Source: an optimization exercise on an open RTL-to-GDS flow (aim: small area). Production flows keep margins and buffers that such runs may drop.
Function was checked by simulation only, so behaviour that the tests miss may differ from the original.
Power and IR drop assume default switching activity.

==> build 27: inputs <==
==> flow/design.v <==
module led_7_segment(
    input [3:0] b,       
    output [6:0] led
);
    assign led[0] = ~(b[1] | b[3] | ~(b[2] ^ b[0]));
    assign led[1] = ~(~(b[1] ^ b[0]) | ~b[2]);
    assign led[2] = ~b[2] & b[1] & ~b[0];
    assign led[3] = (~b[3] & ~b[2] & ~b[1] & b[0]) | (b[2] & ~b[1] & ~b[0]) | (b[2] & b[1] & b[0]);
    assign led[4] = b[0] | (b[2] & ~b[1]);
    assign led[5] = (~b[3] & ~b[2] & b[0]) | (~b[2] & b[1]) | (b[1] & b[0]);
    assign led[6] = (b[2] & b[1] & b[0]) | (~b[3] & ~b[2] & ~b[1]);
endmodule
module led_7_segment6(
    input [2:0] b,       
    output [6:0] led
);
    assign led[0] = (~b[2] & ~b[1] & b[0]) | (b[2] & ~b[0]);
    assign led[1] = b[2] & b[0];
    assign led[2] = b[1] & ~b[0];
    assign led[3] = (~b[2] & ~b[1] & b[0]) | (b[2] & ~b[0]);
    assign led[4] = b[0] | b[2];
    assign led[5] = (~b[2] & b[0]) | b[1];
    assign led[6] = ~b[2] & ~b[1];
endmodule
module timer_group3_final
(
input wire sys_clk,
input wire set_time_increase,
input wire set_time_decrease,
input wire start,
input wire pause,
input wire reset,
output wire [6:0] min1_led,
output wire [6:0] min0_led,
output wire [6:0] sec1_led,
output wire [6:0] sec0_led,
output wire blink_led
);
function [3:0] dec9(input [3:0] x);
    dec9 = {(x[3] & x[0]) | (x == 4'd0),
            (x[2] & (x[1] | x[0])) | (x[3] & ~x[0]),
            ~(x[1] ^ x[0]) & (x[1] | x[2] | x[3]),
            ~x[0]};
endfunction
function [3:0] inc9(input [3:0] x);
    inc9 = {(x[2] & x[1] & x[0]) | (x[3] & ~x[0]),
            x[2] ^ (x[1] & x[0]),
            (x[1] ^ x[0]) & ~x[3],
            ~x[0]};
endfunction
function [2:0] dec5(input [2:0] x);
    dec5 = {(x == 3'd0) | (x[2] & x[0]),
            (x[1] & x[0]) | (x[2] & ~x[0]),
            ~x[0]};
endfunction
function [2:0] inc5(input [2:0] x);
    inc5 = {(x[1] & x[0]) | (x[2] & ~x[0]),
            ~x[2] & (x[1] ^ x[0]),
            ~x[0]};
endfunction
reg [4:0] div;
reg       half;
wire      wrap = div[4] & div[3];           
wire      tick = wrap & ~half;
wire [4:0] div_inc = {div[4] ^ (&div[3:0]), div[3] ^ (&div[2:0]), div[2] ^ (&div[1:0]), div[1] ^ div[0], ~div[0]};
always @(posedge sys_clk or posedge reset)
    if (reset) begin
        div  <= 5'd0;
        half <= 1'b0;
    end else if (wrap) begin
        div  <= 5'd0;
        half <= ~half;
    end else
        div <= div_inc;
reg [2:0] m1;
reg [3:0] m0;
reg T, a, b, led;
reg [2:0] d3, d1;
reg [3:0] d2, d0;
wire btn  = ~set_time_increase | ~set_time_decrease;
wire go   = start & ~pause;
wire idle = ~T & ~b;
wire [2:0] s3 = idle ? m1 : d3;
wire [3:0] s2 = idle ? m0 : d2;
wire [2:0] s1 = idle ? 3'd0 : d1;
wire [3:0] s0 = idle ? 4'd0 : d0;
wire z0 = (s0 == 4'd0);
wire z1 = (s1 == 3'd0);
wire z2 = (s2 == 4'd0);
wire z3 = (s3 == 3'd0);
wire at_one = z3 & z2 & z1 & (s0 == 4'd1);
wire preset_nz = (m1 != 3'd0) | (m0 != 4'd0);
always @(posedge sys_clk or posedge reset)
    if (reset) begin
        m1 <= 3'd0;
        m0 <= 4'd0;
        T <= 1'b0;
        a <= 1'b1;
        b <= 1'b0;
        led <= 1'b0;
    end else if (tick) begin
        led <= T & ~led;
        if (!T) begin
            if (!start) begin
                a <= btn;
                b <= b & ~btn;
                if (!set_time_increase) begin
                    m0 <= inc9(m0);
                    if (m0 == 4'd9) m1 <= inc5(m1);
                end else if (!set_time_decrease) begin
                    if (m0 != 4'd0) m0 <= dec9(m0);
                    else if (m1 != 3'd0) begin
                        m0 <= 4'd9;
                        m1 <= dec5(m1);
                    end
                end
            end else if (b) begin
                if (at_one) begin
                    T <= 1'b1;
                    a <= pause;
                    b <= 1'b0;
                end
            end else if (!a && preset_nz)
                b <= 1'b1;
        end else begin
            a <= ~go & ~b;
            b <= b | (go & ~a);
        end
    end
always @(posedge sys_clk)
    if (tick) begin
        if (!T) begin
            if (idle || go) begin
                d0 <= dec9(s0);
                d1 <= z0 ? dec5(s1) : s1;
                d2 <= (z0 & z1) ? dec9(s2) : s2;
                d3 <= (z0 & z1 & z2) ? dec5(s3) : s3;
            end
        end else if (go)
            d0 <= a ? dec9(d0) : 4'd0;
    end
led_7_segment6 leg1_min (.b(s3), .led(min1_led));
led_7_segment leg0_min (.b(s2), .led(min0_led));
led_7_segment6 leg1_sec (.b(s1), .led(sec1_led));
led_7_segment leg0_sec (.b(s0), .led(sec0_led));
assign blink_led = led;
endmodule
==> flow/run.sh <==
#!/bin/bash
# synth_recipe.tcl (not shown) runs the flow's synth.tcl, then flattens the netlist and writes it again
# the make line also repeats each setting of config.mk as NAME=value (left out here)
make -C /OpenROAD-flow-scripts/flow DESIGN_CONFIG=/design/flow/config.mk WORK_HOME=/design/flow/orfs CLKGATE_MAP_FILE= SYNTH_SCRIPT=/design/flow/synth_recipe.tcl finish
==> flow/config.mk <==
export PLATFORM = sky130hd
export DESIGN_NAME = timer_group3_final
export DESIGN_NICKNAME = timer_group3_final
export VERILOG_FILES = /design/flow/design.v
export SDC_FILE = /design/flow/constraint.sdc
export NUM_CORES = 4
export LEC_CHECK = 0
export CAP_MARGIN = 20
export CORE_MARGIN = 2
export CORE_UTILIZATION = 40
export SLEW_MARGIN = 20
==> flow/constraint.sdc <==
create_clock -name core_clock -period 10.0 [get_ports {sys_clk}]
set_input_delay 2.0000 -clock core_clock [delete_from_list [all_inputs] [get_ports {sys_clk}]]
set_output_delay 2.0000 -clock core_clock [all_outputs]
set_load 0.01 [all_outputs]
==> build 40 (differences from build 27) <==
==> flow/design.v (replaced) <==
module led_7_segment(
    input [3:0] b,
    output [6:0] led
);
    assign led[0] = ~((b[1]) | (b[2] & b[0]) | (~b[2] & ~b[0]) | (b[3]));
    assign led[1] = ~((~b[1] & ~b[0]) | (b[1] & b[0]) | (~b[2]));
    assign led[2] = (~b[2] & b[1] & ~b[0]);
    assign led[3] = (~b[3] & ~b[2] & ~b[1] & b[0]) | (b[2] & ~b[1] & ~b[0]) | (b[2] & b[1] & b[0]);
    assign led[4] = (b[0]) | (b[2] & ~b[1]);
    assign led[5] = (~b[3] & ~b[2] & b[0]) | (~b[2] & b[1]) | (b[1] & b[0]);
    assign led[6] = (b[2] & b[1] & b[0]) | (~b[3] & ~b[2] & ~b[1]);
endmodule
module led_7_segment_b(
    input [3:0] b,
    output [6:0] led
);
    assign led[0] = ~((b[1]) | (b[2] & b[0]) | (~b[2] & ~b[0]) | (b[3]));
    assign led[1] = ~((~b[1] & ~b[0]) | (b[1] & b[0]) | (~b[2]));
    assign led[2] = (~b[2] & b[1] & ~b[0]);
    assign led[3] = (~b[3] & ~b[2] & ~b[1] & b[0]) | (b[2] & ~b[1] & ~b[0]) | (b[2] & b[1] & b[0]);
    assign led[4] = (b[0]) | (b[2] & ~b[1]);
    assign led[5] = (~b[3] & ~b[2] & b[0]) | (~b[2] & b[1]) | (b[1] & b[0]);
    assign led[6] = (b[2] & b[1] & b[0]) | (~b[3] & ~b[2] & ~b[1]);
endmodule
module led_7_segment_c(
    input [2:0] b,
    output [6:0] led
);
    assign led[0] = (~b[2] & ~b[1] & b[0]) | (b[2] & ~b[0]);
    assign led[1] = (b[2] & b[0]);
    assign led[2] = (b[1] & ~b[0]);
    assign led[3] = (~b[2] & ~b[1] & b[0]) | (b[2] & ~b[0]);
    assign led[4] = (b[0]) | (b[2]);
    assign led[5] = (~b[2] & b[0]) | (b[1]);
    assign led[6] = (~b[2] & ~b[1]);
endmodule
module led_7_segment_d(
    input [2:0] b,
    output [6:0] led
);
    assign led[0] = (~b[2] & ~b[1] & b[0]) | (b[2] & ~b[0]);
    assign led[1] = (b[2] & b[0]);
    assign led[2] = (b[1] & ~b[0]);
    assign led[3] = (~b[2] & ~b[1] & b[0]) | (b[2] & ~b[0]);
    assign led[4] = (b[0]) | (b[2]);
    assign led[5] = (~b[2] & b[0]) | (b[1]);
    assign led[6] = (~b[2] & ~b[1]);
endmodule
module timer_group3_final
(
input wire sys_clk,
input wire set_time_increase,
input wire set_time_decrease,
input wire start,
input wire pause,
input wire reset,
output wire [6:0] min1_led,
output wire [6:0] min0_led,
output wire [6:0] sec1_led,
output wire [6:0] sec0_led,
output wire blink_led
);
function [3:0] decA(input [3:0] x);
    decA = {(x[3] & x[0]) | (~x[3] & ~x[2] & ~x[1] & ~x[0]),
        (x[2] & x[0]) | (x[2] & x[1]) | (x[3] & ~x[0]),
        (x[2] & ~x[1] & ~x[0]) | (x[3] & ~x[0]) | (x[1] & x[0]),
        (~x[0])};
endfunction
function [3:0] decB(input [3:0] x);
    decB = {(x[3] & x[0]) | (~x[3] & ~x[2] & ~x[1] & ~x[0]),
        (x[2] & x[0]) | (x[2] & x[1]) | (x[3] & ~x[0]),
        (x[2] & ~x[1] & ~x[0]) | (x[3] & ~x[0]) | (x[1] & x[0]),
        (~x[0])};
endfunction
function [3:0] incB(input [3:0] x);
    incB = {(x[2] & x[1] & x[0]) | (x[3] & ~x[0]),
        (~x[2] & x[1] & x[0]) | (x[2] & ~x[0]) | (x[2] & ~x[1]),
        (x[1] & ~x[0]) | (~x[3] & ~x[1] & x[0]),
        (~x[0])};
endfunction
function [2:0] decC(input [2:0] x);
    decC = {(x[2] & x[0]) | (~x[2] & ~x[1] & ~x[0]),
        (x[2] & ~x[0]) | (x[1] & x[0]),
        (~x[0])};
endfunction
function [2:0] decD(input [2:0] x);
    decD = {(x[2] & x[0]) | (~x[2] & ~x[1] & ~x[0]),
        (x[2] & ~x[0]) | (x[1] & x[0]),
        (~x[0])};
endfunction
function [2:0] incD(input [2:0] x);
    incD = {(x[2] & ~x[0]) | (x[1] & x[0]),
        (~x[2] & ~x[1] & x[0]) | (x[1] & ~x[0]),
        (~x[0])};
endfunction
function zA(input [3:0] x);
    zA = (~x[3] & ~x[2] & ~x[1] & ~x[0]);
endfunction
function oneA(input [3:0] x);
    oneA = (~x[3] & ~x[2] & ~x[1] & x[0]);
endfunction
function zB(input [3:0] x);
    zB = (~x[3] & ~x[2] & ~x[1] & ~x[0]);
endfunction
function nineB(input [3:0] x);
    nineB = (x[3] & x[0]);
endfunction
function zC(input [2:0] x);
    zC = (~x[2] & ~x[1] & ~x[0]);
endfunction
function zD(input [2:0] x);
    zD = (~x[2] & ~x[1] & ~x[0]);
endfunction
reg [5:0] dv;
wire dv_fb = (~dv[0] & ~dv[1] & ~dv[3] & ~dv[5]) | (~dv[0] & dv[1] & ~dv[3] & ~dv[5]) | (dv[0] & dv[1] & ~dv[3] & ~dv[5]) | (~dv[0] & dv[1] & dv[3] & ~dv[5]) | (dv[0] & dv[1] & dv[3] & ~dv[5]) | (dv[0] & ~dv[1] & ~dv[3] & dv[5]) | (~dv[0] & ~dv[1] & dv[3] & dv[5]) | (dv[0] & ~dv[1] & dv[3] & dv[5]);
wire tick = ~dv[0] & ~dv[1] & dv[2] & dv[4] & ~dv[5];
always @(posedge sys_clk or posedge reset)
    if (reset) dv <= 6'd8;
    else dv <= {dv[4:0], dv_fb};
reg [2:0] m1;
reg [3:0] m0;
reg T, a, b, led;
reg [2:0] d3, d1;
reg [3:0] d2, d0;
wire btn  = ~set_time_increase | ~set_time_decrease;
wire go   = start & ~pause;
wire idle = ~T & ~b;
wire [2:0] s3 = idle ? m1 : d3;
wire [3:0] s2 = idle ? m0 : d2;
wire [2:0] s1 = idle ? 3'd0 : d1;
wire [3:0] s0 = idle ? 4'd0 : d0;
wire z0 = zA(s0);
wire z1 = zC(s1);
wire z2 = zB(s2);
wire at_one = zD(s3) & z2 & z1 & oneA(s0);
wire preset_nz = ~zD(m1) | ~zB(m0);
always @(posedge sys_clk or posedge reset)
    if (reset) begin
        m1 <= 3'd0;
        m0 <= 4'd0;
        T <= 1'b0;
        a <= 1'b1;
        b <= 1'b0;
        led <= 1'b0;
    end else if (tick) begin
        led <= T & ~led;
        if (!T) begin
            if (!start) begin
                a <= btn;
                b <= b & ~btn;
                if (!set_time_increase) begin
                    m0 <= incB(m0);
                    if (nineB(m0)) m1 <= incD(m1);
                end else if (!set_time_decrease) begin
                    if (!zB(m0)) m0 <= decB(m0);
                    else if (!zD(m1)) begin
                        m0 <= 4'd9;
                        m1 <= decD(m1);
                    end
                end
            end else if (b) begin
                if (at_one) begin
                    T <= 1'b1;
                    a <= pause;
                    b <= 1'b0;
                end
            end else if (!a && preset_nz)
                b <= 1'b1;
        end else begin
            a <= ~go & ~b;
            b <= b | (go & ~a);
        end
    end
always @(posedge sys_clk)
    if (tick) begin
        if (!T) begin
            if (idle || go) begin
                d0 <= decA(s0);
                d1 <= z0 ? decC(s1) : s1;
                d2 <= (z0 & z1) ? decB(s2) : s2;
                d3 <= (z0 & z1 & z2) ? decD(s3) : s3;
            end
        end else if (go)
            d0 <= a ? decA(d0) : 4'd0;
    end
led_7_segment_d leg1_min (.b(s3), .led(min1_led));
led_7_segment_b leg0_min (.b(s2), .led(min0_led));
led_7_segment_c leg1_sec (.b(s1), .led(sec1_led));
led_7_segment   leg0_sec (.b(s0), .led(sec0_led));
assign blink_led = led;
endmodule
ABC_AREA = 1   (was not set)
==> trial 79 (differences from build 27) <==
==> flow/design.v (replaced) <==
module led_7_segment(
    input [3:0] bcd,     
    output reg [6:0] led  
);
    always @(*) begin
        case (bcd)
            4'b0000: led= 7'b1000000; 
            4'b0001: led= 7'b1111001; 
            4'b0010: led= 7'b0100100; 
            4'b0011: led= 7'b0110000; 
            4'b0100: led= 7'b0011001; 
            4'b0101: led= 7'b0010010; 
            4'b0110: led= 7'b0000010; 
            4'b0111: led= 7'b1111000; 
            4'b1000: led= 7'b0000000; 
            4'b1001: led= 7'b0010000; 
            default: led= 7'b1111111; 
        endcase
    end
endmodule
module timer_group3_final
(
input wire sys_clk,
input wire set_time_increase,
input wire set_time_decrease,
input wire start,
input wire pause,
input wire reset,
output wire [6:0] min1_led,
output wire [6:0] min0_led,
output wire [6:0] sec1_led,
output wire [6:0] sec0_led,
output wire blink_led
);
reg [4:0] div;
reg       half;
wire      wrap = div[4] & div[3];           
wire      tick = wrap & ~half;
always @(posedge sys_clk or posedge reset)
    if (reset) begin
        div  <= 5'd0;
        half <= 1'b0;
    end else if (wrap) begin
        div  <= 5'd0;
        half <= ~half;
    end else
        div <= div + 1'b1;
reg [2:0] m1;
reg [3:0] m0;
reg T, a, b, led;
reg [2:0] d3, d1;
reg [3:0] d2, d0;
wire btn  = ~set_time_increase | ~set_time_decrease;
wire go   = start & ~pause;
wire idle = ~T & ~b;
wire [2:0] s3 = idle ? m1 : d3;
wire [3:0] s2 = idle ? m0 : d2;
wire [2:0] s1 = idle ? 3'd0 : d1;
wire [3:0] s0 = idle ? 4'd0 : d0;
wire z0 = (s0 == 4'd0);
wire z1 = (s1 == 3'd0);
wire z2 = (s2 == 4'd0);
wire z3 = (s3 == 3'd0);
wire [3:0] n0 = z0 ? 4'd9 : s0 - 1'b1;
wire [2:0] n1 = z1 ? 3'd5 : s1 - 1'b1;
wire [3:0] n2 = z2 ? 4'd9 : s2 - 1'b1;
wire [2:0] n3 = s3 - 1'b1;
wire at_one = z3 & z2 & z1 & (s0 == 4'd1);
wire preset_nz = (m1 != 3'd0) | (m0 != 4'd0);
always @(posedge sys_clk or posedge reset)
    if (reset) begin
        m1 <= 3'd0;
        m0 <= 4'd0;
        T <= 1'b0;
        a <= 1'b1;
        b <= 1'b0;
        led <= 1'b0;
    end else if (tick) begin
        led <= T & ~led;
        if (!T) begin
            if (!start) begin
                a <= btn;
                b <= b & ~btn;
                if (!set_time_increase) begin
                    if (m0 != 4'd9) m0 <= m0 + 1'b1;
                    else begin
                        m0 <= 4'd0;
                        m1 <= (m1 == 3'd5) ? 3'd0 : m1 + 1'b1;
                    end
                end else if (!set_time_decrease) begin
                    if (m0 != 4'd0) m0 <= m0 - 1'b1;
                    else if (m1 != 3'd0) begin
                        m0 <= 4'd9;
                        m1 <= m1 - 1'b1;
                    end
                end
            end else if (b) begin
                if (at_one) begin
                    T <= 1'b1;
                    a <= pause;
                    b <= 1'b0;
                end
            end else if (!a && preset_nz)
                b <= 1'b1;
        end else begin
            a <= ~go & ~b;
            b <= b | (go & ~a);
        end
    end
always @(posedge sys_clk)
    if (tick) begin
        if (!T) begin
            if (idle || go) begin
                d0 <= n0;
                d1 <= z0 ? n1 : s1;
                d2 <= (z0 & z1) ? n2 : s2;
                d3 <= (z0 & z1 & z2) ? n3 : s3;
            end
        end else if (go)
            d0 <= a ? n0 : 4'd0;
    end
led_7_segment leg1_min (.bcd({1'b0, s3}), .led(min1_led));
led_7_segment leg0_min (.bcd(s2), .led(min0_led));
led_7_segment leg1_sec (.bcd({1'b0, s1}), .led(sec1_led));
led_7_segment leg0_sec (.bcd(s0), .led(sec0_led));
assign blink_led = led;
endmodule
==> key figures <==
Synth
  • Commonest cells post-synth: sky130_fd_sc_hd__nand2_1 (54), sky130_fd_sc_hd__inv_1 (43), sky130_fd_sc_hd__nor2_1 (33)
  • Yosys warning total: 1

Outcome
  • Result of the run: finished clean

Layout
  • Clock tree buffer count of the final layout: 6
  • Final core utilization: 0.513

Power
  • Worst voltage drop across the vdd grid: 0.0000595 V

Timing
  • Headroom to the max-slew limit: 0.587

Floorplan
  • Width of the die: between 70 and 80 um
  • Std cell rows: 26

Critical path
  • Logic depth of the worst setup path including buffers: 8
-- figures above: build 40

==> key figures <==
Floorplan
  • Width of the die: 84.6 um
  • Std cell rows: 29

Layout
  • Final core utilization: 0.486
  • Clock tree buffer count of the final layout: 7

Critical path
  • Logic depth of the worst setup path including buffers: 7

Timing
  • Post-Route Hold Slack: 461 ps
  • Headroom to the max-slew limit: 0.317

Synth
  • Commonest cells post-synth: sky130_fd_sc_hd__nand2_1 (33), sky130_fd_sc_hd__nor2_1 (31), sky130_fd_sc_hd__ha_1 (27)
  • Yosys warning total: 2
  • Area fraction in and, or, nand and nor cells after synthesis: 0.213
  • Total nets after synthesis: between 300 and 400

Outcome
  • Result of the run: finished clean
-- figures above: trial 79

==> key figures <==
Synth
  • Yosys warning total: 1
  • Total nets after synthesis: 267
  • Area fraction in and, or, nand and nor cells after synthesis: 0.205
  • Commonest cells post-synth: sky130_fd_sc_hd__nor2_1 (29), sky130_fd_sc_hd__nand2_1 (25), sky130_fd_sc_hd__inv_1 (19)

Global route
  • Total overflow reported by the global router: 0

Critical path
  • Number of buffer and inverter stages on the critical path: 1
  • Logic depth of the worst setup path including buffers: 5

Outcome
  • Result of the run: finished clean

Floorplan
  • Std cell rows: 27
  • Width of the die: approximately 80 um

CTS
  • Clk pin slew, worst setup/hold paths: roughly 70 ps

Power
  • Fraction of power consumed by sequential logic: 0.469
  • Worst voltage drop across the vdd grid: around 0.000068 V

Flow run
  • Max Cap Viol: 0

Timing
  • Headroom to the max-slew limit: 0.535
  • Finish-stage setup viols: 0

Layout
  • Final core utilization: 0.497
-- figures above: build 27

==> separate check: timing with driven ports <==
The flow's constraints put no driver on any port. The routed layouts listed below were extracted and timed again, unchanged, in two steps.
Step 1 sets driving cells, clkbuf_16 on the clock port and buf_2 on the other inputs (assumed; they add their load-dependent delay and slew).
Step 2 times the ports against the registers' clock, not the clock port: input delays grow and output delays shrink by t, the midpoint of the rising clock arrivals with the driver on.
a / b / c = ideal ports / drivers / drivers and shift; a / b = the first two.
run	shift t [ns]	setup WS [ns]	worst setup path after step 2	slew at the worst register clock pin (ns)	worst data-port slew with drivers (ns)
build 27	0.318	4.680 / 4.652 / 4.969	register to output	0.07 / 0.07	0.03
build 40	0.313	5.520 / 5.493 / 5.806	register to output	0.07 / 0.07	0.03
trial 79	0.301	4.662 / 4.636 / 4.937	register to output	0.07 / 0.07	0.03
After both steps setup and hold are still met in every run listed.
